This is an optimization exercise on Yosys and OpenROAD, whose aim is small area, a short achievable clock period and few clock cycles per item, not a production implementation. RTL that was checked went through simulation tests only; none was proved equivalent to the original. No functional check of the RTL was part of runs 5 and 6. No run shown here takes its clock network from TritonCTS; it comes from the design's own scripts or RTL. The clock port is modelled as an ideal driver, which makes a skipped or thinned clock tree look cheaper than it is; a real chip needs a root buffer or a tree. Power is estimated from default activity; no workload was simulated.

==> design.v <==
`timescale 1ns / 1ps
`default_nettype none
module reorder(
    input  wire clk,
    input  wire rst,
    output wire  [9:0] granule_ch0_read_addr,
    input  wire [17:0] granule_ch0_read_data,
    output wire        granule_ch0_write_enable,
    output wire  [9:0] granule_ch0_write_addr,
    output wire [17:0] granule_ch0_write_data,
    output wire  [9:0] granule_ch1_read_addr,
    input  wire [17:0] granule_ch1_read_data,
    output wire        granule_ch1_write_enable,
    output wire  [9:0] granule_ch1_write_addr,
    output wire [17:0] granule_ch1_write_data,
    input  wire  [1:0] header_sampling_frequency,
    input  wire  [1:0] sideinfo_ch0_block_type,
    input  wire        sideinfo_ch0_window_switching_flag,
    input  wire        sideinfo_ch0_mixed_block_flag,
    input  wire  [1:0] sideinfo_ch1_block_type,
    input  wire        sideinfo_ch1_window_switching_flag,
    input  wire        sideinfo_ch1_mixed_block_flag,
    input  wire        stage_ready,
    output wire        stage_done
    );
	reg [9:0] idx;       
	reg [9:0] src;       
	reg [1:0] win;       
	reg [3:0] band;      
	reg [5:0] hm1;       
	reg       go;        
	reg       act;       
	reg       busy;      
	reg       done;
	reg [9:0] waddr;     
	reg       perm0, perm1;    
	wire [6:0] wm1  = {hm1, 1'b1};
	wire       win2 = win[1];
	wire       band_end = win2 & (src[7:1] == idx[7:1]);
	wire [9:0] step = win2 ? {2'b11, ~wm1, 1'b1} : {3'd0, wm1};
	wire [9:0] idx_inc;
	wire [9:0] src_sum;
	prefix_add10 inc_i (.a(idx), .b(10'd0), .ci(1'b1), .s(idx_inc));
	prefix_add10 add_s (.a(src), .b(step), .ci(~win2), .s(src_sum));
	reg [5:0] next_hm1;
	always @(*) begin
		case ({header_sampling_frequency, band})
			{2'd0, 4'd0}, {2'd0, 4'd1}, {2'd0, 4'd2}: next_hm1 = 6'd1;
			{2'd0, 4'd3}: next_hm1 = 6'd2;
			{2'd0, 4'd4}: next_hm1 = 6'd3;
			{2'd0, 4'd5}: next_hm1 = 6'd4;
			{2'd0, 4'd6}: next_hm1 = 6'd5;
			{2'd0, 4'd7}: next_hm1 = 6'd6;
			{2'd0, 4'd8}: next_hm1 = 6'd8;
			{2'd0, 4'd9}: next_hm1 = 6'd10;
			{2'd0, 4'd10}: next_hm1 = 6'd14;
			{2'd0, 4'd11}: next_hm1 = 6'd27;
			{2'd1, 4'd0}, {2'd1, 4'd1}, {2'd1, 4'd2}: next_hm1 = 6'd1;
			{2'd1, 4'd3}: next_hm1 = 6'd2;
			{2'd1, 4'd4}: next_hm1 = 6'd2;
			{2'd1, 4'd5}: next_hm1 = 6'd4;
			{2'd1, 4'd6}: next_hm1 = 6'd5;
			{2'd1, 4'd7}: next_hm1 = 6'd6;
			{2'd1, 4'd8}: next_hm1 = 6'd7;
			{2'd1, 4'd9}: next_hm1 = 6'd9;
			{2'd1, 4'd10}: next_hm1 = 6'd12;
			{2'd1, 4'd11}: next_hm1 = 6'd32;
			{2'd2, 4'd0}, {2'd2, 4'd1}, {2'd2, 4'd2}: next_hm1 = 6'd1;
			{2'd2, 4'd3}: next_hm1 = 6'd2;
			{2'd2, 4'd4}: next_hm1 = 6'd3;
			{2'd2, 4'd5}: next_hm1 = 6'd5;
			{2'd2, 4'd6}: next_hm1 = 6'd7;
			{2'd2, 4'd7}: next_hm1 = 6'd9;
			{2'd2, 4'd8}: next_hm1 = 6'd12;
			{2'd2, 4'd9}: next_hm1 = 6'd16;
			{2'd2, 4'd10}: next_hm1 = 6'd20;
			{2'd2, 4'd11}: next_hm1 = 6'd5;
			default: next_hm1 = 6'd1;
		endcase
	end
	wire [9:0] src_next  = band_end ? idx_inc : src_sum;
	wire [3:0] band_next = band + {3'd0, band_end};
	wire short0 = sideinfo_ch0_window_switching_flag & (sideinfo_ch0_block_type == 2'd2);
	wire short1 = sideinfo_ch1_window_switching_flag & (sideinfo_ch1_block_type == 2'd2);
	wire ge3 = (band >= 4'd3);
	always @(posedge clk) begin
		waddr <= idx;
		go    <= ~rst & (stage_ready | (go & (idx != 10'd574)));
		act   <= ~rst & (stage_ready | go);
		busy  <= ~rst & (stage_ready | act);
		done  <= ~rst & act & ~go;
		perm0 <= short0 & (~sideinfo_ch0_mixed_block_flag | ge3);
		perm1 <= short1 & (~sideinfo_ch1_mixed_block_flag | ge3);
		if (go) begin
			idx   <= idx_inc;
			src   <= src_next;
			win   <= win2 ? 2'd0 : win + 2'd1;
			band  <= band_next;
			if (band_end)
				hm1 <= next_hm1;
		end else begin
			idx   <= {9'd0, stage_ready};
			src   <= {7'd0, stage_ready, 2'd0};
			win   <= {1'b0, stage_ready};
			band  <= 4'd0;
			hm1   <= 6'd1;
		end
	end
	assign granule_ch0_read_addr = perm0 ? src : idx;
	assign granule_ch1_read_addr = perm1 ? src : idx;
	assign granule_ch0_write_enable = busy;
	assign granule_ch1_write_enable = busy;
	assign granule_ch0_write_addr = waddr;
	assign granule_ch1_write_addr = waddr;
	assign granule_ch0_write_data = granule_ch0_read_data;
	assign granule_ch1_write_data = granule_ch1_read_data;
	assign stage_done = done;
endmodule
module prefix_add10(
    input  wire [9:0] a,
    input  wire [9:0] b,
    input  wire       ci,
    output wire [9:0] s
    );
	wire [9:0] p = a ^ b;
	wire [9:0] g = a & b;
	reg  [9:0] G, P, Gn, Pn;
	integer i, l;
	always @(*) begin
		G = g;
		P = p;
		G[0] = g[0] | (p[0] & ci);
		for (l = 1; l < 16; l = l * 2) begin
			Gn = G;
			Pn = P;
			for (i = 0; i < 10; i = i + 1)
				if ((i / l) % 2 == 1) begin
					Gn[i] = G[i] | (P[i] & G[(i / l) * l - 1]);
					Pn[i] = P[i] & P[(i / l) * l - 1];
				end
			G = Gn;
			P = Pn;
		end
	end
	assign s = p ^ {G[8:0], ci};
endmodule
==> flow/run.sh <==
#!/bin/bash
# Standard layout, with three changes: the smallest buffer on the ports,
# adders left to ABC (no full/half-adder cells), and a clock tree of one
# level of clock buffers (flow/cts_one_buffer.tcl) in place of TritonCTS.
set -euo pipefail
rm -rf scripts
cp -r "$FLOW_HOME/scripts" scripts
python3 - <<'PY'
p = 'scripts/cts.tcl'
s = open(p).read()
old = 'log_cmd clock_tree_synthesis {*}$cts_args'
assert old in s
s = s.replace(old, 'source $::env(ONE_CTS_TCL)')
open(p, 'w').write(s)
PY
export SCRIPTS_DIR="$PWD/scripts"
export ONE_CTS_TCL="$PWD/flow/cts_one_buffer.tcl"
export ONE_CLKPORT=clk
export ONE_CLKBUF=sky130_fd_sc_hd__clkbuf_16
export ONE_CLKGROUPS=2
export BUFFER_PORTS_ARGS="-buffer_cell sky130_fd_sc_hd__buf_1"
export ADDER_MAP_FILE=
bash standard.sh > standard.log 2>&1
==> flow/cts_one_buffer.tcl <==
# Clock tree of one level: the clock port drives ONE_CLKGROUPS (1, 2 or 4)
# clock buffers, each placed at the centre of its group of flip-flops (the
# flip-flops split at the median x, then at the median y).
set cts_block [ord::get_db_block]
set cts_dbu [$cts_block getDbUnitsPerMicron]
set cts_net [[$cts_block findBTerm $::env(ONE_CLKPORT)] getNet]
set cts_netname [$cts_net getName]
set cts_sinks {}
foreach it [$cts_net getITerms] {
  set bb [[$it getInst] getBBox]
  lappend cts_sinks [list [expr {([$bb xMin] + [$bb xMax]) / 2.0 / $cts_dbu}] \
    [expr {([$bb yMin] + [$bb yMax]) / 2.0 / $cts_dbu}] \
    "[[$it getInst] getName]/[[$it getMTerm] getName]"]
}
proc cts_split {sinks idx} {
  set s [lsort -real -index $idx $sinks]
  set h [expr {[llength $s] / 2}]
  return [list [lrange $s 0 [expr {$h - 1}]] [lrange $s $h end]]
}
set cts_groups [list $cts_sinks]
if {$::env(ONE_CLKGROUPS) >= 2} { set cts_groups [cts_split $cts_sinks 0] }
if {$::env(ONE_CLKGROUPS) >= 4} {
  set g {}
  foreach grp $cts_groups { lappend g {*}[cts_split $grp 1] }
  set cts_groups $g
}
set cts_i 0
foreach grp $cts_groups {
  set x 0.0
  set y 0.0
  set pins {}
  foreach s $grp {
    set x [expr {$x + [lindex $s 0]}]
    set y [expr {$y + [lindex $s 1]}]
    lappend pins [get_pins [lindex $s 2]]
  }
  set x [expr {$x / [llength $grp]}]
  set y [expr {$y / [llength $grp]}]
  set buf [sta::sta_to_db_inst [insert_buffer -buffer_cell $::env(ONE_CLKBUF) \
    -net $cts_netname -load_pins $pins -location [list $x $y] \
    -buffer_name clkbuf_one_$cts_i -net_name clknet_one_$cts_i]]
  foreach it [$buf getITerms] {
    if {[$it isOutputSignal]} {
      [$it getNet] setSigType CLOCK
      puts "cts_one_buffer: [$buf getName] at $x $y drives [llength $grp] sinks on [[$it getNet] getName]"
    }
  }
  incr cts_i
}
set_propagated_clock [all_clocks]
==> standard.sh <==
#!/bin/bash
# synth_recipe.tcl (not shown) runs the flow's synth.tcl, then flattens the netlist and writes it again
# the make line also repeats each setting of config.mk as NAME=value (left out here)
make -C /OpenROAD-flow-scripts/flow DESIGN_CONFIG=/design/flow/config.mk WORK_HOME=/design/flow/orfs CLKGATE_MAP_FILE= SYNTH_SCRIPT=/design/flow/synth_recipe.tcl "${@:-finish}"
==> config.mk <==
export PLATFORM = sky130hd
export DESIGN_NAME = reorder
export DESIGN_NICKNAME = reorder
export VERILOG_FILES = /design/flow/design.v
export SDC_FILE = /design/flow/constraint.sdc
export NUM_CORES = 4
export LEC_CHECK = 0
export ABC_AREA = 1
export CAP_MARGIN = 20
export CORE_MARGIN = 2
export CORE_UTILIZATION = 40
export PLACE_DENSITY = 0.45
export SETUP_SLACK_MARGIN = 2.1
export SLEW_MARGIN = 20
==> constraint.sdc <==
create_clock -name core_clock -period 4.0 [get_ports {clk}]
set_input_delay 0.8000 -clock core_clock [delete_from_list [all_inputs] [get_ports {clk}]]
set_output_delay 0.8000 -clock core_clock [all_outputs]
set_load 0.01 [all_outputs]
==> flow_summary.yaml, run 1 <==
status:
  status: "complete, no violations"
worst_setup_path:
  cp_num_buf_inv: 2
  crit_chain: "inv_1 -> o21ai_0 -> buf_1"
  critPathArrivalTime_ns: 1.02
  worstSetupPathType: "flop to output port"
  cpPeakStageDelay_ns: 0.38
  worst_ep_required_time_ns: 3.20
  cp-end-kind: "output port"
  worstSetupStartpointType: "flop"
  r2r_setup_slack_ns: 2.26
  crit_family: "flip-flops"
  slowest_stage: "dfxtp_1"
  crit_fanout: 4
timing:
  drv_slew: 0
  fmax_ghz: 0.5499
  rsz0062_at_grt: "true"
  fin_crit_sh: 0.4547
  max_slew_margin: 0.6162
  setup_viol: 0
  fin_hold_ws_ns: 0.3944
  tightest_slew_ns: 0.5751
  hold_viol_final: 0
  finalWorstPathRequiredPeriod_ns: 1.819
  final.setup.tns_ns: 0
  clock_skew_ns: 0.01186
synthesis:
  synthFlopType: "dfxtp_1"
  synth_cell_types: 36
  syn_avg_cell_area_um2: 6.813
  synth-edff-count: 0
  yosys_register_bits: 48
  yosys_warnings: 2
  syn-num-nets: 485
  seq_area_frac_synth: 0.3235
  synthArstFlopShare: 0
  synth_area_mm2: 0.002970
  syn-instance-count: 436
final_layout:
  final_nets: 493
  num_antenna_cells: 0
  layout-area-overhead-vs-synth_pct: 1.853
  drive_gt1_frac: 0.1154
  fill_cells: 799
  final_cell_mix: "94 x nand2_1, 55 x buf_1, 54 x inv_1"
  mostFrequentLayoutCell: "nand2_1"
detailed_routing:
  ant_nets: 0
  route.detailed.wl_per_inst_um: 13.66
  drtIter0Drc: 95
  vias_per_cell: 4.908
  wirelength_um: 7391
  drc_errors: 0
  first_pass_iters: 5
  vias: 2655
power:
  power.leakage_nw: 1.273
  p_int_uw: 668.5
  swShare: 0.3002
  worst_ir_drop_vdd_uv: 186.4
  power_frac_clock: 0.232
  pwr-share-seq: 0.566
  combPwrFrac: 0.202
  power_per_cell_area_mw_per_mm2: 315.7
  p_sw_uw: 286.7
worst_hold_path:
  hold_path.class: "flop to flop"
die:
  die_area_mm2: 0.008132
  die_h_um: 90.18
  std_cell_rows: 31
  initial_core_util: 0.4117
  ios: 128
  core_area_mm2: 0.007214
  die_x_um: 90.18
clock_tree:
  cts_hold_buf: 0
  clock_latency_ns: 0.16
  clkSlewWorstSetupHoldPaths_ns: 0.09
grt:
  first_global_vias: 2464
  grt_max_degree: 25
  grt_antenna_before_repair: 0
  gr-usage-met3: 0.01509
  track_usage: 0.1764
  grt_pass1_wl_um: 12090
  global_route.overflow_total: 0
  busiest_layer: "met2"
  use_met1: 0.2227
  grt.met2_usage: 0.3252
placement:
  dp_hpwl_um: 5660
  portBuffers: 55
  gp_congestion: 0.8530
flow_run:
  maxCapViolCount: 0
## cell families (layout without fill, tap and decap cells)
group	after synthesis	count (layout)	share of synthesized area
xor gates and xnor gates	12	12	0.03538
and+or+nand+nor	183	183	0.2843
buffers and inverters	117	123	0.2140
DFF	48	48	0.3235
AOI/OAI and AO/OA	76	76	0.1428
## final timing paths
kind           from                        to  cells after the start
max          idx[8]  granule_ch0_read_addr[8]                      3
min          idx[8]                  waddr[8]                      0
max reg2reg  idx[2]                    src[9]                     10
min reg2reg  idx[8]                  waddr[8]                      0
## registers in the layout (all words and copies together) (netlist names), 2 cells and up
name	count
src	10
hm1	6
waddr	10
idx	10
win	2
band	4
## cell usage after synthesis, types with 6 or more instances
| cell | n | share of area |
|---|---|---|
| nand2_1 | 94 | 0.12 |
| inv_1 | 55 | 0.070 |
| buf_4 | 48 | 0.12 |
| dfxtp_1 | 48 | 0.32 |
| o21ai_0 | 40 | 0.067 |
| nor2_1 | 27 | 0.034 |
| nand3_1 | 24 | 0.040 |
| a21oi_1 | 15 | 0.025 |
| nand2_2 | 10 | 0.021 |
| nor3_1 | 8 | 0.013 |
| xor2_1 | 8 | 0.024 |
| o22ai_1 | 6 | 0.013 |
## repair_timing
action,4_1_cts,5_1_grt
pin swaps,1,2
buffers inserted,4,1
gates resized for setup,5,18
endpoints found under the setup margin,34,38
## routing by layer
layer	wire (um)	share of wire	vias to the layer above
met4	140	0.019	0
met1	3455	0.47	1178
met2	3412	0.46	84
met3	382	0.052	22
li1	-	-	1371
met5	0	0	-
## power groups by stage
stage	Sequential (mW)	Combinational, mW	Clock [mW]
after floorplan	0.536	0.193	0
after global placement	0.551	0.188	0
after detailed placement	0.552	0.187	0
after CTS	0.541	0.191	0.231
after global routing	0.545	0.223	0.248
final	0.540	0.193	0.222
## stage by stage
step	instances	setup WS (ns)	utilization	total power, mW	cell area [um^2]
floorplan	436	2.281	-	0.7294	2970
global placement	534	2.004	0.4011	0.7397	2894
detailed placement	534	1.944	0.4011	0.7389	2894
CTS	540	2.110	0.4131	0.9631	2980
global route	541	2.053	0.4194	1.016	3025
finish	541	2.181	0.4194	0.9552	3025
## area by class of cell, clock buffers not listed
cell class	count	area [um^2]	area share
tap	99	123.9	0.04094
multi-input combinational	271	1393	0.4603
timing repair buffer	60	244.0	0.08065
sequential	48	983.4	0.3251
inverter	61	231.5	0.07651
Testbench counts, summed over its fixed seeds: cycles 73,728, granules 128.
==> run 2: changes to the inputs <==
--- a/config.mk
+++ b/config.mk
@@ -9,6 +9,6 @@
 export CAP_MARGIN = 20
 export CORE_MARGIN = 2
 export CORE_UTILIZATION = 40
-export PLACE_DENSITY = 0.45
+export PLACE_DENSITY = 0.8
 export SETUP_SLACK_MARGIN = 2.1
 export SLEW_MARGIN = 20
==> flow_summary.yaml, run 2 <==
status:
  status: "complete, no violations"
timing:
  fmax_ghz: 0.5511
  drv_slew: 0
  final.setup.tns_ns: 0
  max_slew_margin: 0.6209
  finalWorstPathRequiredPeriod_ns: 1.814
  rsz0062_at_grt: "true"
  tightest_slew_ns: 0.5680
  clock_skew_ns: 0.006397
  fin_crit_sh: 0.4536
  hold_viol_final: 0
  setup_viol: 0
placement:
  dp.cells: 534
  dp_hpwl_um: 5031
  placed_cell_area_mm2: 0.002894
  gp_congestion: 0.8451
  portBuffers: 55
grt:
  grt_antenna_before_repair: 0
  first_global_vias: 2414
  grt_max_degree: 25
  grt_pass1_wl_um: 10840
  track_usage: 0.1529
  global_route.overflow_total: 0
final_layout:
  num_antenna_cells: 0
  fin_cells: 537
  final_nets: 489
  fill_cells: 759
  mostFrequentLayoutCell: "nand2_1"
  top_regs: "idx: 10 flops, src: 10 flops, waddr: 10 flops"
  design_area_mm2: 0.002992
  layout-area-overhead-vs-synth_pct: 0.7161
  fin_util: 0.4147
  drive_gt1_frac: 0.09817
  final_cell_mix: "94 x nand2_1, 55 x inv_1, 55 x buf_1"
die:
  die_h_um: 90.18
  std_cell_rows: 31
  core_area_mm2: 0.007214
  die_area_mm2: 0.008132
  initial_core_util: 0.4117
  die_x_um: 90.18
  ios: 128
synthesis:
  synth-edff-count: 0
  yosys_warnings: 2
  synthDominantCellAreaShare: 0.3235
  syn-instance-count: 436
  syn_avg_cell_area_um2: 6.813
  synthTopCellsByCount: "94 x nand2_1, 55 x inv_1, 48 x buf_4, 48 x dfxtp_1, 40 x o21ai_0"
  syn-num-nets: 485
  synth_top_area_cell: "dfxtp_1"
  synth.area.top_cells: "dfxtp_1 32%, buf_4 12%, nand2_1 12%"
  synth.most_common_cell: "nand2_1"
  yosys_register_bits: 48
  seq_area_frac_synth: 0.3235
  synthFlopType: "dfxtp_1"
  synth_area_mm2: 0.002970
  synthArstFlopShare: 0
  synth_cell_types: 36
worst_setup_path:
  cpPeakStageDelay_ns: 0.38
  crit_chain: "inv_1 -> o21ai_0 -> buf_1"
  cp_num_buf_inv: 2
  slowest_stage: "dfxtp_2"
  critPathArrivalTime_ns: 1.01
  worst_ep_required_time_ns: 3.20
  cp-end-kind: "output port"
  worstSetupStartpointType: "flop"
  worstSetupPathType: "flop to output port"
  crit_family: "flip-flops"
  crit_fanout: 6
power:
  power_uw: 939.6
  worst_ir_drop_vdd_uv: 200.7
  power.leakage_nw: 1.251
  power_per_cell_area_mw_per_mm2: 314.1
detailed_routing:
  route.detailed.wl_per_inst_um: 12.11
  drtIter0Drc: 264
  vias: 2710
  ant_nets: 0
  drc_errors: 0
  vias_per_cell: 5.047
  first_pass_iters: 5
  wirelength_um: 6501
clock_tree:
  clkSlewWorstSetupHoldPaths_ns: 0.09
  cts_hold_buf: 0
  clock_latency_ns: 0.16
flow_run:
  maxCapViolCount: 0
worst_hold_path:
  hold_path.class: "flop to flop"
==> run 2: stage by stage <==
step           setup slack, ns  hold slack (ns)
2_1_floorplan            2.281           0.3512
3_5_place_dp             2.045           0.3651
3_3_place_gp             2.095           0.3650
6_report                 2.186           0.3865
4_1_cts                  2.059           0.3880
5_1_grt                  2.088           0.4036
==> run 2: metal layers <==
metal / up-vias / track usage / wire length (um) / share of wire
li1: 1358 / - / - / -
met1: 1217 / 0.2015 / 2808 / 0.43
met2: 117 / 0.2675 / 3013 / 0.46
met3: 18 / 0.02347 / 574 / 0.088
met4: 0 / 0.02692 / 105 / 0.016
met5: - / 0 / 0 / 0
==> run 2: report_power, final <==
group	switching, mW	internal [mW]
clock network	0.120	0.0918
logic	0.119	0.0706
registers	0.0366	0.501
==> run 2: final timing paths <==
| path | from | to | slack, ns | cells after the start |
|---|---|---|---|---|
| max reg2reg | src[6] | band[2] | 2.27 | 8 |
| max | idx[4] | granule_ch0_read_addr[4] | 2.19 | 3 |
| min | idx[8] | waddr[8] | 0.39 | 0 |
| min reg2reg | idx[8] | waddr[8] | 0.39 | 0 |
==> run 2: worst reg2reg max path, stage by stage, from the launching register on <==
cell and delay, ns:
dfxtp_1 0.40, inv_1 0.11, nand2_1 0.09, o21ai_0 0.08, nor3_1 0.18, nand3_1 0.27, nor2_2 0.26, xor2_1 0.16
nor2_1 0.05
==> run 2: repair_timing <==
item	in CTS	in global routing
buffers inserted	0	1
pin swaps	0	1
endpoints found under the setup margin	21	29
gates resized for setup	4	16
==> run 2: logic make-up after synthesis <==
group	share of synthesized area
AO/OA/AOI/OAI	0.1428
XOR/XNOR	0.03538
buffers and inverters	0.2140
flip-flops	0.3235
AND/OR/NAND/NOR	0.2843
==> run 2: final cells by class, clock buffers not listed <==
type	count	area, um^2	area share
flip-flops and latches	48	983.4	0.3287
multi-input cells	271	1386	0.4634
repair buffers	56	214.0	0.07152
well taps	99	123.9	0.04141
inverters	61	234.0	0.07821
==> run 3: changes to the inputs <==
--- a/flow/run.sh
+++ b/flow/run.sh
@@ -1,10 +1,12 @@
 #!/bin/bash
-# Standard layout, with three changes: the smallest buffer on the ports,
+# Standard layout, with four changes: the smallest buffer on the ports,
+# an ABC mapping script of its own (flow/abc_area.script),
 # adders left to ABC (no full/half-adder cells), and a clock tree of one
 # level of clock buffers (flow/cts_one_buffer.tcl) in place of TritonCTS.
 set -euo pipefail
 rm -rf scripts
 cp -r "$FLOW_HOME/scripts" scripts
+cp flow/abc_area.script scripts/abc_area.script
 python3 - <<'PY'
 p = 'scripts/cts.tcl'
 s = open(p).read()
==> flow/abc_area.script (new file) <==
strash
dch
map
topo
--- a/config.mk
+++ b/config.mk
@@ -9,6 +9,6 @@
 export CAP_MARGIN = 20
 export CORE_MARGIN = 2
 export CORE_UTILIZATION = 40
-export PLACE_DENSITY = 0.8
+export PLACE_DENSITY = 0.6
 export SETUP_SLACK_MARGIN = 2.1
 export SLEW_MARGIN = 20
==> flow_summary.yaml, run 3 <==
power:
  power_per_cell_area_mw_per_mm2: 318.3
  power.leakage_nw: 1.027
  power_uw: 955.8
  worst_ir_drop_vdd_uv: 222.8
worst_setup_path:
  crit_fanout: 6
  critPathArrivalTime_ns: 1.02
  worstSetupStartpointType: "flop"
  worst_ep_required_time_ns: 3.20
  reg2reg_depth: 8
  slowest_stage: "dfxtp_4"
  cpPeakStageDelay_ns: 0.41
  crit_chain: "clkinvlp_4 -> o21ai_0 -> buf_1"
  cp-end-kind: "output port"
  worstSetupPathType: "flop to output port"
synthesis:
  syn_avg_cell_area_um2: 7.094
  synth.area.top_cells: "dfxtp_1 34%, buf_4 13%, nand2_1 9.1%"
  synthArstFlopShare: 0
  synthFlopType: "dfxtp_1"
  synthDominantCellAreaShare: 0.3438
  yosys_register_bits: 48
  seq_area_frac_synth: 0.3438
  synth.most_common_cell: "nand2_1"
  synth_cell_types: 32
  synthTopCellsByCount: "68 x nand2_1, 48 x dfxtp_1, 47 x buf_4, 45 x o21ai_0, 40 x clkinv_1"
  synth-edff-count: 0
  synth_top_area_cell: "dfxtp_1"
  synth_area_mm2: 0.002795
  syn-num-nets: 443
  yosys_warnings: 2
  syn-instance-count: 394
die:
  initial_core_util: 0.4114
  die_x_um: 87.60
  ios: 128
  die_area_mm2: 0.007673
  die_h_um: 87.60
  core_area_mm2: 0.006794
  std_cell_rows: 30
timing:
  max_slew_margin: 0.6388
  final.setup.tns_ns: 0
  clock_skew_ns: 0.007147
  fin_hold_ws_ns: 0.3736
  setup_viol: 0
  fmax_ghz: 0.5489
  rsz0062_at_grt: "true"
  fin_crit_sh: 0.4555
  hold_viol_final: 0
  tightest_slew_ns: 0.5385
  drv_slew: 0
  finalWorstPathRequiredPeriod_ns: 1.822
final_layout:
  final_nets: 469
  num_antenna_cells: 0
  layout-area-overhead-vs-synth_pct: 7.431
  final_cell_mix: "67 x nand2_1, 54 x buf_1, 42 x o21ai_0"
  top_regs: "idx: 10 flops, src: 10 flops, waddr: 10 flops"
  fin_cells: 514
  mostFrequentLayoutCell: "nand2_1"
  drive_gt1_frac: 0.1220
grt:
  first_global_vias: 2260
  track_usage: 0.1758
  global_route.overflow_total: 0
  grt_antenna_before_repair: 0
  grt_pass1_wl_um: 11080
  grt_max_degree: 25
detailed_routing:
  route.detailed.wl_per_inst_um: 13.81
  drc_errors: 0
  vias: 2679
  wirelength_um: 7100
  ant_nets: 0
  drtIter0Drc: 141
  vias_per_cell: 5.212
  first_pass_iters: 4
clock_tree:
  clkSlewWorstSetupHoldPaths_ns: 0.09
  clock_latency_ns: 0.16
  cts_hold_buf: 0
worst_hold_path:
  min_path_cells: 0
  hold_path.class: "flop to flop"
status:
  status: "complete, no violations"
placement:
  portBuffers: 55
  dp.cells: 499
  gp_congestion: 0.8817
  dp_hpwl_um: 5107
flow_run:
  maxCapViolCount: 0
run 3: changes by cell type after synthesis, moves of 5 or more:
| cell | delta |
|---|---|
| nand3_2 | -5 |
| a31oi_1 | +5 |
| a21oi_1 | +9 |
| nor2_1 | +8 |
| inv_2 | -5 |
| clkbuf_1 | -5 |
| inv_1 | -55 |
| o21ai_0 | +5 |
| clkinv_1 | +39 |
| nand2_2 | -10 |
| nand2_1 | -26 |
| nand3_1 | -11 |
run 3: worst paths after layout:
check | from | to | slack (ns)
min reg2reg | idx[4] | waddr[4] | 0.37
min | idx[4] | waddr[4] | 0.37
max reg2reg | win[1] | src[8] | 2.18
max | idx[2] | granule_ch0_read_addr[2] | 2.18
run 3: where the power goes:
group / internal (mW) / total, mW / switching, mW
clock network: 0.0921 / 0.220 / 0.128
registers: 0.501 / 0.536 / 0.0349
logic: 0.0744 / 0.200 / 0.126
run 3: repair_timing:
action	CTS	global route
resized for setup	14	23
endpoints found under the setup margin	36	28
pin swaps	1	12
setup buffers	2	11
run 3: logic make-up after synthesis:
| family | after synthesis | share of synthesized area |
|---|---|---|
| AOI/OAI and AO/OA | 105 | 0.2198 |
| xor gates and xnor gates | 11 | 0.03447 |
| buffers and inverters | 87 | 0.1799 |
| DFF | 48 | 0.3438 |
| and+or+nand+nor | 143 | 0.2220 |
run 3: final cells by class, clock buffers not listed:
cell class              instances  area [um^2]
fillers                       721         3791
multi-input cells             259         1368
flip-flops and latches         48        985.9
repair buffers                 69        320.3
inverters                      40        158.9
well taps                      96        120.1
run 3: worst max-delay path, delay by kind of cell, from the launching register on:
| family | cells | cell delay, ns |
|---|---|---|
| buf+inv | 2 | 0.30 |
| compound gates | 1 | 0.16 |
| flops | 1 | 0.41 |
run 3: through the flow:
| stage | instance area [um^2] | setup WS (ns) | util |
|---|---|---|---|
| global route | 3003 | 2.025 | 0.4420 |
| global placement | 2778 | 1.914 | 0.4088 |
| finish | 3003 | 2.178 | 0.4420 |
| CTS | 2872 | 2.100 | 0.4227 |
| floorplan | 2796 | 2.281 | - |
| detailed placement | 2778 | 1.830 | 0.4088 |
run 3: layer usage:
layer  up-vias  GRT usage  share of wire
met2        92     0.3010           0.47
met5         -          0              0
met4         0    0.03916          0.012
met1      1215     0.2369           0.46
met3        10    0.02262          0.051
li1       1362          -              -
==> run 4: changes to the inputs <==
==> flow/abc_area.script (replaced) <==
strash
dch
map -a
topo
stime -c
buffer -c
upsize -c
dnsize -c
==> flow_summary.yaml, run 4 <==
timing:
  final.setup.tns_ns: 0
  hold_viol_final: 0
  fin_crit_sh: 0.4830
  setup_viol: 0
  finalWorstPathRequiredPeriod_ns: 1.932
  fin_hold_ws_ns: 0.3979
  max_slew_margin: 0.5557
  clock_skew_ns: 0.008268
  drv_slew: 0
  fmax_ghz: 0.5176
  rsz0062_at_grt: "true"
  tightest_slew_ns: 0.6579
synthesis:
  seq_area_frac_synth: 0.3371
  synth_top_area_cell: "dfxtp_1"
  synthTopCellsByCount: "63 x nand2_1, 48 x dfxtp_1, 47 x buf_4, 43 x nor2_1, 37 x inv_1"
  synth-edff-count: 0
  yosys_warnings: 2
  yosys_register_bits: 48
  synthFlopType: "dfxtp_1"
  syn_avg_cell_area_um2: 7.126
  synth_cell_types: 42
  syn-num-nets: 449
  synth.area.top_cells: "dfxtp_1 34%, buf_4 12%, nand2_1 8.3%"
  synth_area_mm2: 0.002850
  synthDominantCellAreaShare: 0.3371
  synthArstFlopShare: 0
  synth.most_common_cell: "nand2_1"
  syn-instance-count: 400
power:
  power_per_cell_area_mw_per_mm2: 315.3
  power_uw: 992.9
  power.leakage_nw: 1.197
  worst_ir_drop_vdd_uv: 172.2
grt:
  grt_antenna_before_repair: 0
  grt_max_degree: 25
  grt_pass1_wl_um: 10200
  first_global_vias: 2162
  track_usage: 0.1588
  global_route.overflow_total: 0
placement:
  gp_congestion: 0.8482
  dp.cells: 494
  dp_hpwl_um: 4750
  placed_cell_area_mm2: 0.002774
  portBuffers: 55
die:
  initial_core_util: 0.4172
  die_area_mm2: 0.007817
  ios: 128
  core_area_mm2: 0.006832
  die_x_um: 88.42
  std_cell_rows: 30
  die_h_um: 88.42
final_layout:
  num_antenna_cells: 0
  layout-area-overhead-vs-synth_pct: 10.49
  multi_input_area_mm2: 0.001468
  fill_cells: 722
  drive_gt1_frac: 0.2119
  regArea_um2: 987.2
  top_regs: "idx: 10 flops, src: 10 flops, waddr: 10 flops"
  mostFrequentLayoutCell: "nand2_1"
  final_nets: 471
  final_cell_mix: "59 x nand2_1, 53 x buf_1, 38 x nor2_1"
  design_area_mm2: 0.003149
  fin_cells: 516
detailed_routing:
  first_pass_iters: 4
  route.detailed.wl_per_inst_um: 13.04
  wirelength_um: 6727
  vias: 2568
  drc_errors: 0
  ant_nets: 0
  drtIter0Drc: 68
  vias_per_cell: 4.977
worst_setup_path:
  crit_family: "compound AO/OA/AOI/OAI gates"
  critPathArrivalTime_ns: 2.03
  crit_top_cell: "buf_4"
  cpPeakStageDelay_ns: 0.42
  worstSetupPathType: "flop to flop"
  worstSetupStartpointType: "flop"
  crit_chain: "buf_6 -> buf_4 -> o21ai_4 -> and2_4 -> buf_4 -> a31oi_4 -> nor2_2 -> a2111oi_4 -> o21ai_2 -> xor2_1 -> a21oi_1"
  worst_ep_required_time_ns: 4.10
  cp-end-kind: "flop"
  crit_fanout: 7
  cp_num_buf_inv: 3
  slowest_stage: "dfxtp_4"
flow_run:
  maxCapViolCount: 0
status:
  status: "complete, no violations"
clock_tree:
  cts_hold_buf: 0
  clkSlewWorstSetupHoldPaths_ns: 0.10
  clock_latency_ns: 0.16
worst_hold_path:
  hold_path.class: "flop to flop"
[run 4: where the power goes]
| part | switching [mW] | internal [mW] | total (mW) | leakage [nW] |
|---|---|---|---|---|
| combinational | 0.138 | 0.0959 | 0.234 | 0.775 |
| sequential | 0.0358 | 0.503 | 0.539 | 0.397 |
| clock | 0.128 | 0.0922 | 0.220 | 0.0246 |
[run 4: repair_timing]
| action | CTS | global route |
|---|---|---|
| gates resized for setup | 13 | 49 |
| setup buffers | 6 | 13 |
| setup endpoints to repair | 40 | 38 |
| pin swaps | 5 | 14 |
| gates cloned | 0 | 1 |
[run 4: cell type report, clock buffers not listed]
| cell class | count | area share |
|---|---|---|
| Timing Repair Buffer | 75 | 0.1152 |
| Inverter | 43 | 0.05125 |
| Sequential cell | 48 | 0.3135 |
| Multi-Input combinational cell | 252 | 0.4660 |
| Tap cell | 96 | 0.03814 |
[run 4: stage by stage]
stage	setup slack (ns)	utilization
6_report	2.068	0.4610
4_1_cts	1.998	0.4234
2_1_floorplan	2.206	-
5_1_grt	1.930	0.4610
3_5_place_dp	1.592	0.4060
3_3_place_gp	1.686	0.4060
[run 4: cell families after synthesis]
logic type | Yosys count | synth area share
xor+xnor | 12 | 0.03687
compound gates | 88 | 0.1813
simple gates | 151 | 0.2441
flops | 48 | 0.3371
buf+inv | 101 | 0.2006
[run 4: final timing paths]
kind                              from  endpoint  slack (ns)  cells past startpoint
worst max-delay path            win[1]    src[9]        2.07                     11
worst min-delay path            idx[6]  waddr[6]        0.40                      0
worst max register to register  win[1]    src[9]        2.07                     11
worst min register to register  idx[6]  waddr[6]        0.40                      0
[run 4: layer usage]
layer / global-route usage / share of wire / up-vias / routed length [um]
li1: - / - / 1311 / -
met1: 0.2236 / 0.43 / 1154 / 2907
met2: 0.2768 / 0.49 / 94 / 3271
met3: 0.01399 / 0.070 / 9 / 474
met4: 0.01240 / 0.011 / 0 / 73
met5: 0 / 0 / - / 0
[run 4: worst register-to-register path, stage by stage (launching register included)]
cell	delay, ns
dfxtp_4	0.42
buf_6	0.14
buf_4	0.12
o21ai_4	0.05
and2_4	0.15
buf_4	0.13
a31oi_4	0.15
nor2_2	0.06
a2111oi_4	0.29
o21ai_2	0.09
xor2_1	0.14
a21oi_1	0.11
==> run 5: changes to the inputs <==
--- a/design.v
+++ b/design.v
@@ -30,10 +30,10 @@
 	reg [5:0] hm1;       
 	reg       go;        
 	reg       act;       
-	reg       busy;      
 	reg       done;
 	reg [9:0] waddr;     
 	reg       perm0, perm1;    
+	reg       seq0, seq1;      
 	wire [6:0] wm1  = {hm1, 1'b1};
 	wire       win2 = win[1];
 	wire       band_end = win2 & (src[7:1] == idx[7:1]);
@@ -82,15 +82,18 @@
 	wire [3:0] band_next = band + {3'd0, band_end};
 	wire short0 = sideinfo_ch0_window_switching_flag & (sideinfo_ch0_block_type == 2'd2);
 	wire short1 = sideinfo_ch1_window_switching_flag & (sideinfo_ch1_block_type == 2'd2);
-	wire ge3 = (band >= 4'd3);
+	wire ge3 = go & (band_next >= 4'd3);
+	wire use0 = short0 & (~sideinfo_ch0_mixed_block_flag | ge3);
+	wire use1 = short1 & (~sideinfo_ch1_mixed_block_flag | ge3);
 	always @(posedge clk) begin
 		waddr <= idx;
 		go    <= ~rst & (stage_ready | (go & (idx != 10'd574)));
 		act   <= ~rst & (stage_ready | go);
-		busy  <= ~rst & (stage_ready | act);
 		done  <= ~rst & act & ~go;
-		perm0 <= short0 & (~sideinfo_ch0_mixed_block_flag | ge3);
-		perm1 <= short1 & (~sideinfo_ch1_mixed_block_flag | ge3);
+		perm0 <= use0;
+		perm1 <= use1;
+		seq0  <= ~use0;
+		seq1  <= ~use1;
 		if (go) begin
 			idx   <= idx_inc;
 			src   <= src_next;
@@ -106,8 +109,9 @@
 			hm1   <= 6'd1;
 		end
 	end
-	assign granule_ch0_read_addr = perm0 ? src : idx;
-	assign granule_ch1_read_addr = perm1 ? src : idx;
+	assign granule_ch0_read_addr = (src & {10{perm0}}) | (idx & {10{seq0}});
+	assign granule_ch1_read_addr = (src & {10{perm1}}) | (idx & {10{seq1}});
+	wire busy = act | done;
 	assign granule_ch0_write_enable = busy;
 	assign granule_ch1_write_enable = busy;
 	assign granule_ch0_write_addr = waddr;
--- a/flow/run.sh
+++ b/flow/run.sh
@@ -1,12 +1,10 @@
 #!/bin/bash
-# Standard layout, with four changes: the smallest buffer on the ports,
-# an ABC mapping script of its own (flow/abc_area.script),
+# Standard layout, with three changes: the smallest buffer on the ports,
 # adders left to ABC (no full/half-adder cells), and a clock tree of one
 # level of clock buffers (flow/cts_one_buffer.tcl) in place of TritonCTS.
 set -euo pipefail
 rm -rf scripts
 cp -r "$FLOW_HOME/scripts" scripts
-cp flow/abc_area.script scripts/abc_area.script
 python3 - <<'PY'
 p = 'scripts/cts.tcl'
 s = open(p).read()
removed: flow/abc_area.script
==> flow_summary.yaml, run 5 <==
synthesis:
  synth_cell_types: 38
  synth_top_area_cell: "dfxtp_1"
  synthFlopType: "dfxtp_1"
  yosys_warnings: 2
  synthTopCellsByCount: "88 x nand2_1, 53 x inv_1, 49 x dfxtp_1, 47 x buf_4, 27 x nand3_1"
  synthDominantCellAreaShare: 0.3252
  synth.most_common_cell: "nand2_1"
  syn_avg_cell_area_um2: 7.015
  syn-instance-count: 430
  yosys_register_bits: 49
  synth.area.top_cells: "dfxtp_1 33%, buf_4 12%, nand2_1 11%"
  seq_area_frac_synth: 0.3252
  syn-num-nets: 479
  synthArstFlopShare: 0
  synth_area_mm2: 0.003017
  synth-edff-count: 0
grt:
  grt.met2_usage: 0.2699
  grt_pass1_wl_um: 11160
  first_global_vias: 2299
  use_met1: 0.2245
  gr-usage-met3: 0.01503
  global_route.overflow_total: 0
  grt_max_degree: 26
  busiest_layer: "met2"
  track_usage: 0.1590
  grt_antenna_before_repair: 0
detailed_routing:
  drtIter0Drc: 148
  drc_errors: 0
  vias_per_cell: 4.900
  ant_nets: 0
  route.detailed.wl_per_inst_um: 13.38
  first_pass_iters: 4
  vias: 2646
  wirelength_um: 7225
placement:
  portBuffers: 55
  gp_congestion: 0.9575
  dp_hpwl_um: 5405
  placed_cell_area_mm2: 0.002940
power:
  power_per_cell_area_mw_per_mm2: 305.7
  power.leakage_nw: 1.346
  worst_ir_drop_vdd_uv: 167.8
timing:
  fin_hold_ws_ns: 0.3559
  drv_slew: 0
  final.setup.tns_ns: 0
  fmax_ghz: 0.5445
  finalWorstPathRequiredPeriod_ns: 1.837
  clock_skew_ns: 0.007224
  fin_crit_sh: 0.4591
  rsz0062_at_grt: "false"
  hold_viol_final: 0
  setup_viol: 0
  tightest_slew_ns: 0.6322
  max_slew_margin: 0.5780
final_layout:
  final_nets: 492
  final_cell_mix: "87 x nand2_1, 55 x buf_1, 51 x inv_1"
  mostFrequentLayoutCell: "nand2_1"
  design_area_mm2: 0.003126
  layout-area-overhead-vs-synth_pct: 3.609
  fill_cells: 793
  drive_gt1_frac: 0.1474
  top_regs: "idx: 10 flops, src: 10 flops, waddr: 10 flops"
  fin_util: 0.4286
  num_antenna_cells: 0
die:
  die_h_um: 90.84
  die_area_mm2: 0.008252
  core_area_mm2: 0.007292
  ios: 128
  std_cell_rows: 31
  die_x_um: 90.84
  initial_core_util: 0.4137
worst_setup_path:
  crit_chain: "inv_1 -> o22ai_1 -> buf_1"
  cp-end-kind: "output port"
  cpPeakStageDelay_ns: 0.41
  worst_ep_required_time_ns: 3.20
  worstSetupStartpointType: "flop"
  reg2reg_depth: 12
  critPathArrivalTime_ns: 1.04
  slowest_stage: "dfxtp_1"
  crit_fanout: 3
  worstSetupPathType: "flop to output port"
clock_tree:
  clkSlewWorstSetupHoldPaths_ns: 0.10
  clock_latency_ns: 0.16
  cts_hold_buf: 0
flow_run:
  maxCapViolCount: 0
status:
  status: "complete, no violations"
worst_hold_path:
  hold_path.class: "flop to flop"
  min_path_cells: 0
## run 5: cell count changes after synthesis, sizes merged, moves of 9 or more
| cell | before | now |
|---|---|---|
| a21oi | 32 | 13 |
| inv | 42 | 59 |
| nand2 | 65 | 98 |
| nand3 | 10 | 36 |
| nor2 | 49 | 29 |
| nor3 | 13 | 4 |
| o21ai | 40 | 19 |
| o22ai | 1 | 23 |
## run 5: worst max-delay path: cells and delay by family, from the launching register on
kind,cells,cell delay (ns)
buffers and inverters,2,0.28
AOI/OAI and AO/OA,1,0.18
DFF,1,0.41
## run 5: area by class of cell, clock buffers not listed
class                   instances  area (um^2)  area share
multi-input cells             261         1398      0.4472
flip-flops and latches         49        998.5      0.3195
repair buffers                 63        291.5     0.09327
inverters                      66        264.0     0.08447
well taps                      99        123.9     0.03963
## run 5: cell families (layout without fill, tap and decap cells)
| group | count (synthesis) | after routing | synth area share |
|---|---|---|---|
| DFF | 49 | 49 | 0.3252 |
| buffers and inverters | 121 | 131 | 0.2198 |
| xor gates and xnor gates | 11 | 11 | 0.03194 |
| AOI/OAI and AO/OA | 69 | 69 | 0.1373 |
| and+or+nand+nor | 180 | 181 | 0.2858 |
## run 5: stage by stage
step	worst slack [ns]	total power, mW	cells
after global routing	2.100	1.007	540
after CTS	2.103	0.9455	532
after detailed placement	1.897	0.7283	530
after global placement	1.986	0.7250	530
after floorplan	2.281	0.7252	430
final	2.163	0.9554	540
## run 5: repair_timing
action | 4_1_cts | 5_1_grt
cloned | 0 | 2
pin swaps | 0 | 3
gates resized for setup | 7 | 25
setup endpoints to repair | 33 | 27
buffers inserted | 0 | 6
## run 5: per-layer routing
metal	part of all wire	up-vias
li1	-	1377
met4	0.011	0
met5	0	-
met3	0.067	9
met1	0.46	1178
met2	0.46	82
## run 5: power breakdown
group          switching [mW]  internal, mW  total, mW
clock network           0.125        0.0920      0.217
registers              0.0245         0.510      0.535
logic                   0.129        0.0750      0.204
## run 5: final timing paths
| check | from | endpoint | slack [ns] |
|---|---|---|---|
| max | src[5] | granule_ch0_read_addr[5] | 2.16 |
| min | idx[8] | waddr[8] | 0.36 |
| max reg2reg | src[4] | seq1 | 2.27 |
| min reg2reg | idx[8] | waddr[8] | 0.36 |
==> run 6: changes to the inputs <==
--- a/design.v
+++ b/design.v
@@ -28,20 +28,22 @@
 	reg [1:0] win;       
 	reg [3:0] band;      
 	reg [5:0] hm1;       
+	reg       band_end;  
 	reg       go;        
 	reg       act;       
+	reg       busy;      
 	reg       done;
 	reg [9:0] waddr;     
 	reg       perm0, perm1;    
 	reg       seq0, seq1;      
 	wire [6:0] wm1  = {hm1, 1'b1};
 	wire       win2 = win[1];
-	wire       band_end = win2 & (src[7:1] == idx[7:1]);
-	wire [9:0] step = win2 ? {2'b11, ~wm1, 1'b1} : {3'd0, wm1};
+	wire [9:0] step = band_end ? 10'd0 : win2 ? {2'b11, ~wm1, 1'b1} : {3'd0, wm1};
 	wire [9:0] idx_inc;
 	wire [9:0] src_sum;
 	prefix_add10 inc_i (.a(idx), .b(10'd0), .ci(1'b1), .s(idx_inc));
-	prefix_add10 add_s (.a(src), .b(step), .ci(~win2), .s(src_sum));
+	prefix_add10 add_s (.a(src), .b(step), .ci(~win2 | band_end), .s(src_sum));
+	wire       band_end_next = win[0] & (idx_inc[7:1] == src_sum[7:1]);
 	reg [5:0] next_hm1;
 	always @(*) begin
 		case ({header_sampling_frequency, band})
@@ -78,7 +80,6 @@
 			default: next_hm1 = 6'd1;
 		endcase
 	end
-	wire [9:0] src_next  = band_end ? idx_inc : src_sum;
 	wire [3:0] band_next = band + {3'd0, band_end};
 	wire short0 = sideinfo_ch0_window_switching_flag & (sideinfo_ch0_block_type == 2'd2);
 	wire short1 = sideinfo_ch1_window_switching_flag & (sideinfo_ch1_block_type == 2'd2);
@@ -89,6 +90,7 @@
 		waddr <= idx;
 		go    <= ~rst & (stage_ready | (go & (idx != 10'd574)));
 		act   <= ~rst & (stage_ready | go);
+		busy  <= ~rst & (stage_ready | act);
 		done  <= ~rst & act & ~go;
 		perm0 <= use0;
 		perm1 <= use1;
@@ -96,7 +98,8 @@
 		seq1  <= ~use1;
 		if (go) begin
 			idx   <= idx_inc;
-			src   <= src_next;
+			src   <= src_sum;
+			band_end <= band_end_next;
 			win   <= win2 ? 2'd0 : win + 2'd1;
 			band  <= band_next;
 			if (band_end)
@@ -104,6 +107,7 @@
 		end else begin
 			idx   <= {9'd0, stage_ready};
 			src   <= {7'd0, stage_ready, 2'd0};
+			band_end <= 1'b0;
 			win   <= {1'b0, stage_ready};
 			band  <= 4'd0;
 			hm1   <= 6'd1;
@@ -111,7 +115,6 @@
 	end
 	assign granule_ch0_read_addr = (src & {10{perm0}}) | (idx & {10{seq0}});
 	assign granule_ch1_read_addr = (src & {10{perm1}}) | (idx & {10{seq1}});
-	wire busy = act | done;
 	assign granule_ch0_write_enable = busy;
 	assign granule_ch1_write_enable = busy;
 	assign granule_ch0_write_addr = waddr;
--- a/config.mk
+++ b/config.mk
@@ -10,5 +10,5 @@
 export CORE_MARGIN = 2
 export CORE_UTILIZATION = 40
 export PLACE_DENSITY = 0.6
-export SETUP_SLACK_MARGIN = 2.1
+export SETUP_SLACK_MARGIN = 1.8
 export SLEW_MARGIN = 20
==> flow_summary.yaml, run 6 <==
placement:
  pre_cts_ws_ns: 2.073
  portBuffers: 55
  gp_congestion: 0.8543
  placed_cell_area_mm2: 0.003029
  dp_hpwl_um: 5235
  dp.cells: 536
final_layout:
  mostFrequentLayoutCell: "nand2_1"
  drive_gt1_frac: 0.1124
  final_nets: 487
  fin_cells: 538
  layout-area-overhead-vs-synth_pct: -1.163
  design_area_mm2: 0.003083
  top_regs: "idx: 10 flops, src: 10 flops, waddr: 10 flops"
  fin_util: 0.4031
  final_cell_mix: "80 x nand2_1, 59 x inv_1, 55 x buf_1"
  num_antenna_cells: 0
worst_setup_path:
  worst_ep_required_time_ns: 3.20
  worstSetupStartpointType: "flop"
  worstSetupPathType: "flop to output port"
  r2r_setup_slack_ns: 2.02
  crit_fanout: 10
  worstReg2RegEnd: "idx[9]"
  reg2reg_depth: 12
  critPathArrivalTime_ns: 1.30
  reg2reg_from: "idx[0]"
  cp-end-kind: "output port"
timing:
  final.setup.tns_ns: 0
  rsz0062_at_grt: "false"
  max_slew_margin: 0.4821
  setup_viol: 0
  clock_skew_ns: 0.006493
  fin_crit_sh: 0.5251
  finalWorstPathRequiredPeriod_ns: 2.100
  hold_viol_final: 0
  tightest_slew_ns: 0.7760
  drv_slew: 0
  setup_slack_ns: 1.900
  fmax_ghz: 0.4761
detailed_routing:
  drc_errors: 0
  ant_nets: 0
  vias_per_cell: 4.853
  drt-met1-wl_um: 3031
  highest_layer: "met4"
  wirelength_um: 6640
  drtIter0Drc: 96
  first_pass_iters: 4
  wl_met3_um: 608
  route.detailed.wl_per_inst_um: 12.34
  vias: 2611
  dr_wl_met2_um: 2925
worst_hold_path:
  hold_path.class: "flop to flop"
  min_from: "idx[2]"
  min_path_cells: 0
  holdPathEnd: "waddr[2]"
synthesis:
  seq_area_frac_synth: 0.3273
  syn_avg_cell_area_um2: 7.204
  synth-simple-area-share: 0.3057
  synth_area_mm2: 0.003119
  synth.area.top_cells: "dfxtp_1 33%, buf_4 11%, nand2_1 9.6%"
  synthDominantCellAreaShare: 0.3273
  yosys_warnings: 2
  syn-num-nets: 482
  yosys_register_bits: 51
  synth_compound_area_frac: 0.1308
  synthArstFlopShare: 0
  synth_top_family_by_area: "simple AND/OR/NAND/NOR gates"
  synthTopCellsByCount: "80 x nand2_1, 59 x inv_1, 51 x dfxtp_1, 47 x buf_4, 40 x nor2_1"
  synth_cell_types: 45
  synth.most_common_cell: "nand2_1"
  synthAdderAreaFrac: 0
  syn-instance-count: 433
  synth-edff-count: 0
  synthFlopType: "dfxtp_1"
  synthMuxAreaShare: 0
  synth_xor_area_frac: 0.01123
  synth_top_area_cell: "dfxtp_1"
die:
  std_cell_rows: 32
  die_h_um: 92.31
  ios: 128
  initial_core_util: 0.4079
  die_x_um: 92.31
  die_area_mm2: 0.008520
  core_area_mm2: 0.007647
flow_run:
  maxCapViolCount: 0
power:
  power_per_cell_area_mw_per_mm2: 316.0
  power.leakage_nw: 1.309
  worst_ir_drop_vdd_uv: 207.2
grt:
  track_usage: 0.1522
  grt_pass1_wl_um: 10850
  first_global_vias: 2312
  grt_antenna_before_repair: 0
  grt_max_degree: 27
  global_route.overflow_total: 0
clock_tree:
  cts_hold_buf: 0
  clock_latency_ns: 0.16
  clkSlewWorstSetupHoldPaths_ns: 0.10
status:
  status: "complete, no violations"
[run 6: changes by cell type in the layout (fill, tap and decap cells not counted), sizes merged, moves of 3 or more]
cell,delta
nor2,+17
a21oi,+6
nand3,-8
a31oi,-3
inv,+4
nand2,-3
xnor2,-6
buf,-6
o21ai,-8
[run 6: worst max path at each step]
stage	from	to	slack [ns]
final	perm1	granule_ch1_read_addr[4]	1.90
after global routing	perm1	granule_ch1_read_addr[4]	1.84
after floorplan	granule_ch0_read_data[0]	granule_ch0_write_data[0]	2.28
after CTS	perm1	granule_ch1_read_addr[4]	1.90
after detailed placement	idx[0]	idx[9]	2.07
after global placement	perm1	granule_ch1_read_addr[4]	2.11
[run 6: final cells by class, clock buffers not listed]
class / instances / area, um^2
Sequential cell: 51 / 1021
Inverter: 70 / 274.0
Multi-Input combinational cell: 257 / 1396
Tap cell: 102 / 127.6
Timing Repair Buffer: 56 / 214.0
Fill cell: 827 / 4564
[run 6: layer usage]
metal	track usage	vias up
li1	-	1349
met1	0.2188	1158
met2	0.2573	92
met3	0.01302	12
met4	0.01617	0
met5	0	-
[run 6: logic make-up after synthesis]
group / count (synthesis)
buf+inv: 125
simple gates: 187
compound gates: 66
flops: 51
xor+xnor: 4
[run 6: timing repair]
action	in CTS	in global routing
buffers inserted	0	0
gates resized for setup	0	1
endpoints found under the setup margin	0	1
[run 6: worst max-delay path, cell delays in order, from the launching register on]
cell and delay (ns):
dfxtp_1 0.33, clkinv_1 0.29, o22ai_1 0.34, buf_1 0.18
[run 6: power by group]
group	total (mW)	switching [mW]	internal, mW
Sequential	0.545	0.0166	0.528
Clock	0.223	0.130	0.0923
Combinational	0.207	0.137	0.0693
Total	0.974	0.284	0.690
[run 6: metrics by stage]
step / power, mW / hold WS, ns
6_report: 0.9741 / 0.3559
5_1_grt: 1.032 / 0.3628
4_1_cts: 0.9812 / 0.3572
3_5_place_dp: 0.7624 / 0.3380
3_3_place_gp: 0.7593 / 0.3358
2_1_floorplan: 0.7599 / 0.3308
==> run 7: changes to the inputs <==
--- a/design.v
+++ b/design.v
@@ -28,26 +28,26 @@
 	reg [1:0] win;       
 	reg [3:0] band;      
 	reg [5:0] hm1;       
-	reg       band_end;  
 	reg       go;        
 	reg       act;       
 	reg       busy;      
 	reg       done;
 	reg [9:0] waddr;     
 	reg       perm0, perm1;    
-	reg       seq0, seq1;      
 	wire [6:0] wm1  = {hm1, 1'b1};
 	wire       win2 = win[1];
-	wire [9:0] step = band_end ? 10'd0 : win2 ? {2'b11, ~wm1, 1'b1} : {3'd0, wm1};
+	wire       band_end = win2 & (src[7:1] == idx[7:1]);
+	wire [9:0] step = win2 ? {2'b11, ~wm1, 1'b1} : {3'd0, wm1};
 	wire [9:0] idx_inc;
 	wire [9:0] src_sum;
 	prefix_add10 inc_i (.a(idx), .b(10'd0), .ci(1'b1), .s(idx_inc));
-	prefix_add10 add_s (.a(src), .b(step), .ci(~win2 | band_end), .s(src_sum));
-	wire       band_end_next = win[0] & (idx_inc[7:1] == src_sum[7:1]);
+	prefix_add10 add_s (.a(src), .b(step), .ci(~win2), .s(src_sum));
 	reg [5:0] next_hm1;
 	always @(*) begin
-		case ({header_sampling_frequency, band})
-			{2'd0, 4'd0}, {2'd0, 4'd1}, {2'd0, 4'd2}: next_hm1 = 6'd1;
+		case ({header_sampling_frequency[1], header_sampling_frequency[1] ? 1'b0 : header_sampling_frequency[0], band})
+			{2'd0, 4'd0}: next_hm1 = 6'd1;
+			{2'd0, 4'd1}: next_hm1 = 6'd1;
+			{2'd0, 4'd2}: next_hm1 = 6'd1;
 			{2'd0, 4'd3}: next_hm1 = 6'd2;
 			{2'd0, 4'd4}: next_hm1 = 6'd3;
 			{2'd0, 4'd5}: next_hm1 = 6'd4;
@@ -57,7 +57,9 @@
 			{2'd0, 4'd9}: next_hm1 = 6'd10;
 			{2'd0, 4'd10}: next_hm1 = 6'd14;
 			{2'd0, 4'd11}: next_hm1 = 6'd27;
-			{2'd1, 4'd0}, {2'd1, 4'd1}, {2'd1, 4'd2}: next_hm1 = 6'd1;
+			{2'd1, 4'd0}: next_hm1 = 6'd1;
+			{2'd1, 4'd1}: next_hm1 = 6'd1;
+			{2'd1, 4'd2}: next_hm1 = 6'd1;
 			{2'd1, 4'd3}: next_hm1 = 6'd2;
 			{2'd1, 4'd4}: next_hm1 = 6'd2;
 			{2'd1, 4'd5}: next_hm1 = 6'd4;
@@ -67,7 +69,9 @@
 			{2'd1, 4'd9}: next_hm1 = 6'd9;
 			{2'd1, 4'd10}: next_hm1 = 6'd12;
 			{2'd1, 4'd11}: next_hm1 = 6'd32;
-			{2'd2, 4'd0}, {2'd2, 4'd1}, {2'd2, 4'd2}: next_hm1 = 6'd1;
+			{2'd2, 4'd0}: next_hm1 = 6'd1;
+			{2'd2, 4'd1}: next_hm1 = 6'd1;
+			{2'd2, 4'd2}: next_hm1 = 6'd1;
 			{2'd2, 4'd3}: next_hm1 = 6'd2;
 			{2'd2, 4'd4}: next_hm1 = 6'd3;
 			{2'd2, 4'd5}: next_hm1 = 6'd5;
@@ -80,26 +84,22 @@
 			default: next_hm1 = 6'd1;
 		endcase
 	end
+	wire [9:0] src_next  = band_end ? idx_inc : src_sum;
 	wire [3:0] band_next = band + {3'd0, band_end};
 	wire short0 = sideinfo_ch0_window_switching_flag & (sideinfo_ch0_block_type == 2'd2);
 	wire short1 = sideinfo_ch1_window_switching_flag & (sideinfo_ch1_block_type == 2'd2);
-	wire ge3 = go & (band_next >= 4'd3);
-	wire use0 = short0 & (~sideinfo_ch0_mixed_block_flag | ge3);
-	wire use1 = short1 & (~sideinfo_ch1_mixed_block_flag | ge3);
+	wire ge3 = (band >= 4'd3);
 	always @(posedge clk) begin
 		waddr <= idx;
 		go    <= ~rst & (stage_ready | (go & (idx != 10'd574)));
 		act   <= ~rst & (stage_ready | go);
 		busy  <= ~rst & (stage_ready | act);
 		done  <= ~rst & act & ~go;
-		perm0 <= use0;
-		perm1 <= use1;
-		seq0  <= ~use0;
-		seq1  <= ~use1;
+		perm0 <= short0 & (~sideinfo_ch0_mixed_block_flag | ge3);
+		perm1 <= short1 & (~sideinfo_ch1_mixed_block_flag | ge3);
 		if (go) begin
 			idx   <= idx_inc;
-			src   <= src_sum;
-			band_end <= band_end_next;
+			src   <= src_next;
 			win   <= win2 ? 2'd0 : win + 2'd1;
 			band  <= band_next;
 			if (band_end)
@@ -107,14 +107,13 @@
 		end else begin
 			idx   <= {9'd0, stage_ready};
 			src   <= {7'd0, stage_ready, 2'd0};
-			band_end <= 1'b0;
 			win   <= {1'b0, stage_ready};
 			band  <= 4'd0;
 			hm1   <= 6'd1;
 		end
 	end
-	assign granule_ch0_read_addr = (src & {10{perm0}}) | (idx & {10{seq0}});
-	assign granule_ch1_read_addr = (src & {10{perm1}}) | (idx & {10{seq1}});
+	assign granule_ch0_read_addr = perm0 ? src : idx;
+	assign granule_ch1_read_addr = perm1 ? src : idx;
 	assign granule_ch0_write_enable = busy;
 	assign granule_ch1_write_enable = busy;
 	assign granule_ch0_write_addr = waddr;
--- a/config.mk
+++ b/config.mk
@@ -10,5 +10,5 @@
 export CORE_MARGIN = 2
 export CORE_UTILIZATION = 40
 export PLACE_DENSITY = 0.6
-export SETUP_SLACK_MARGIN = 1.8
+export SETUP_SLACK_MARGIN = 2.1
 export SLEW_MARGIN = 20
==> flow_summary.yaml, run 7 <==
status:
  status: "complete, no violations"
worst_setup_path:
  crit_family: "flip-flops"
  worst-path-stages: 3
  worstSetupPathType: "flop to output port"
  crit_fanout: 6
  critPathArrivalTime_ns: 1.03
  crit_chain: "nand2_1 -> o21ai_0 -> buf_1"
  slowest_stage: "dfxtp_1"
  reg2reg_from: "idx[4]"
  worst_ep_required_time_ns: 3.20
  worstSetupStartpointType: "flop"
  cp_num_buf_inv: 1
  reg2reg_depth: 9
  worstReg2RegEnd: "band[1]"
  r2r_setup_slack_ns: 2.22
  cp-end-kind: "output port"
  cpPeakStageDelay_ns: 0.50
power:
  power_per_cell_area_mw_per_mm2: 303.4
  p_int_uw: 650.5
  swShare: 0.2838
  worst_ir_drop_vdd_uv: 189.5
  power.leakage_nw: 1.313
  combPwrFrac: 0.179
  power_frac_clock: 0.237
  pwr-share-seq: 0.584
  p_sw_uw: 257.7
synthesis:
  yosys_warnings: 2
  syn-instance-count: 432
  synth-edff-count: 0
  synth_area_mm2: 0.002939
  syn-num-nets: 481
  synth.area.top_cells: "dfxtp_1 33%, nand2_1 13%, buf_4 12%"
  synthTopCellsByCount: "99 x nand2_1, 50 x inv_1, 48 x buf_4, 48 x dfxtp_1, 38 x o21ai_0"
  syn_avg_cell_area_um2: 6.803
  synthDominantCellAreaShare: 0.3269
  synth_cell_types: 34
  yosys_register_bits: 48
  synth_top_area_cell: "dfxtp_1"
  synth.most_common_cell: "nand2_1"
  synthFlopType: "dfxtp_1"
  seq_area_frac_synth: 0.3269
  synthArstFlopShare: 0
detailed_routing:
  drtIter0Drc: 134
  drc_errors: 0
  first_pass_iters: 5
  vias_per_cell: 4.809
  vias: 2587
  ant_nets: 0
  wirelength_um: 6470
  route.detailed.wl_per_inst_um: 12.03
timing:
  tightest_slew_ns: 0.5899
  fin_hold_ws_ns: 0.3584
  clock_skew_ns: 0.007918
  hold_viol_final: 0
  finalWorstPathRequiredPeriod_ns: 1.827
  fin_crit_sh: 0.4567
  setup_viol: 0
  rsz0062_at_grt: "true"
  final.setup.tns_ns: 0
  fmax_ghz: 0.5474
  drv_slew: 0
  max_slew_margin: 0.6063
clock_tree:
  clock_latency_ns: 0.16
  cts_hold_buf: 0
  clkSlewWorstSetupHoldPaths_ns: 0.10
die:
  core_area_mm2: 0.007176
  std_cell_rows: 31
  ios: 128
  initial_core_util: 0.4096
  die_x_um: 89.72
  die_h_um: 89.72
  die_area_mm2: 0.008050
final_layout:
  final_cell_mix: "99 x nand2_1, 54 x buf_1, 50 x inv_1"
  top_regs: "idx: 10 flops, src: 10 flops, waddr: 10 flops"
  mostFrequentLayoutCell: "nand2_1"
  layout-area-overhead-vs-synth_pct: 1.831
  num_antenna_cells: 0
  final_nets: 490
  drive_gt1_frac: 0.1093
worst_hold_path:
  hold_path.class: "flop to flop"
  holdPathEnd: "waddr[9]"
  min_path_cells: 0
  min_from: "idx[9]"
grt:
  track_usage: 0.1545
  first_global_vias: 2349
  grt_antenna_before_repair: 0
  grt_max_degree: 25
  global_route.overflow_total: 0
  grt_pass1_wl_um: 10940
placement:
  gp_congestion: 0.9117
  portBuffers: 55
  dp_hpwl_um: 4964
flow_run:
  maxCapViolCount: 0
## run 7: changes by cell type after synthesis, sizes merged, moves of 6 or more
| cell | change |
|---|---|
| a21oi | -9 |
| inv | -10 |
| nand2 | +13 |
| nor2 | -6 |
| o21ai | +35 |
| o22ai | -19 |
## run 7: repair_timing
item | in CTS | in global routing
resized for setup | 3 | 14
pin swaps | 0 | 2
buffers inserted | 0 | 6
gates cloned | 0 | 0
endpoints found under the setup margin | 24 | 28
## run 7: layout make-up, clock buffers not listed
class	instances	area, um^2
Inverter	58	220.2
Tap cell	99	123.9
Multi-Input combinational cell	270	1368
Sequential cell	48	978.4
Fill cell	756	4183
Timing Repair Buffer	61	252.7
## run 7: power by group through the flow
stage	Sequential, mW	Clock, mW	Combinational [mW]
floorplan	0.530	0	0.168
CTS	0.531	0.223	0.158
detailed placement	0.542	0	0.157
finish	0.531	0.215	0.162
global placement	0.542	0	0.156
global route	0.535	0.241	0.183
## run 7: how the worst max path moves through the flow
stage	startpoint	end	slack, ns
after floorplan	granule_ch0_read_data[0]	granule_ch0_write_data[0]	2.28
after global placement	header_sampling_frequency[1]	hm1[2]	2.09
after detailed placement	win[1]	src[7]	2.07
after CTS	perm1	granule_ch1_read_addr[4]	2.08
after global routing	idx[4]	src[7]	2.06
final	src[4]	granule_ch1_read_addr[4]	2.17
## run 7: cells by family after synthesis
| family | count (synthesis) | share of synthesized area |
|---|---|---|
| flip-flops | 48 | 0.3269 |
| XOR/XNOR | 9 | 0.02682 |
| buffers and inverters | 114 | 0.2095 |
| AND/OR/NAND/NOR | 192 | 0.3065 |
| AO/OA/AOI/OAI | 69 | 0.1303 |
## run 7: layer usage
metal / GRT usage / wire length, um / up-vias / part of all wire
li1: - / - / 1355 / -
met1: 0.2048 / 2986 / 1146 / 0.46
met2: 0.2816 / 3071 / 77 / 0.47
met3: 0.01509 / 351 / 9 / 0.054
met4: 0.01667 / 61 / 0 / 0.0094
met5: 0 / 0 / - / 0
## run 7: stage by stage
stage | setup slack, ns | instances | total power [mW] | area, um^2 | utilization
after floorplan | 2.281 | 432 | 0.6980 | 2939 | -
after global placement | 2.091 | 530 | 0.6978 | 2872 | 0.4002
after detailed placement | 2.073 | 530 | 0.6996 | 2872 | 0.4002
after CTS | 2.078 | 532 | 0.9123 | 2925 | 0.4077
after global routing | 2.065 | 538 | 0.9592 | 2993 | 0.4171
final | 2.173 | 538 | 0.9082 | 2993 | 0.4171
Testbench counts of run 7, summed over its fixed seeds: cycles 73,728, granules 128.

==> afterwards: timing with drivers on the ports <==
The flow's constraints put no driver on any port. The routed layouts listed below were extracted and timed again, unchanged, in two steps.
Step 1, drivers: a clkbuf_16 drives clk and a buf_2 each remaining input, both assumed.
Step 2 moves the port delays by t, midway between the first and last clock arrival at a register: inputs arrive t later, outputs are due t later. That takes back most of the time a late clock gives input paths.
a / b / c = ideal / step 1 / step 2; a / b = the first two.
| run | t (ns) | setup WS [ns] | worst setup path after step 2 | clock arrival spread, ns | worst register clock-pin slew, ns |
|---|---|---|---|---|---|
| run 1 | 0.208 | 2.181 / 2.132 / 2.159 | input to register | 0.012 / 0.012 | 0.10 / 0.10 |
| run 2 | 0.205 | 2.186 / 2.135 / 2.075 | input to register | 0.006 / 0.007 | 0.09 / 0.09 |
| run 3 | 0.206 | 2.178 / 2.130 / 2.156 | input to register | 0.007 / 0.007 | 0.10 / 0.10 |
| run 4 | 0.210 | 2.068 / 2.068 / 2.068 | register to register | 0.008 / 0.009 | 0.10 / 0.10 |
| run 5 | 0.207 | 2.163 / 2.113 / 2.139 | input to register | 0.007 / 0.007 | 0.10 / 0.10 |
| run 6 | 0.211 | 1.900 / 1.847 / 2.015 | register to register | 0.007 / 0.006 | 0.10 / 0.10 |
| run 7 | 0.205 | 2.173 / 2.123 / 2.224 | register to register | 0.008 / 0.008 | 0.10 / 0.10 |
After both steps every run listed still meets setup and hold. For run 2, which loses most, drivers alone change the setup slack by -0.051 ns; drivers and shift together by -0.111 ns.
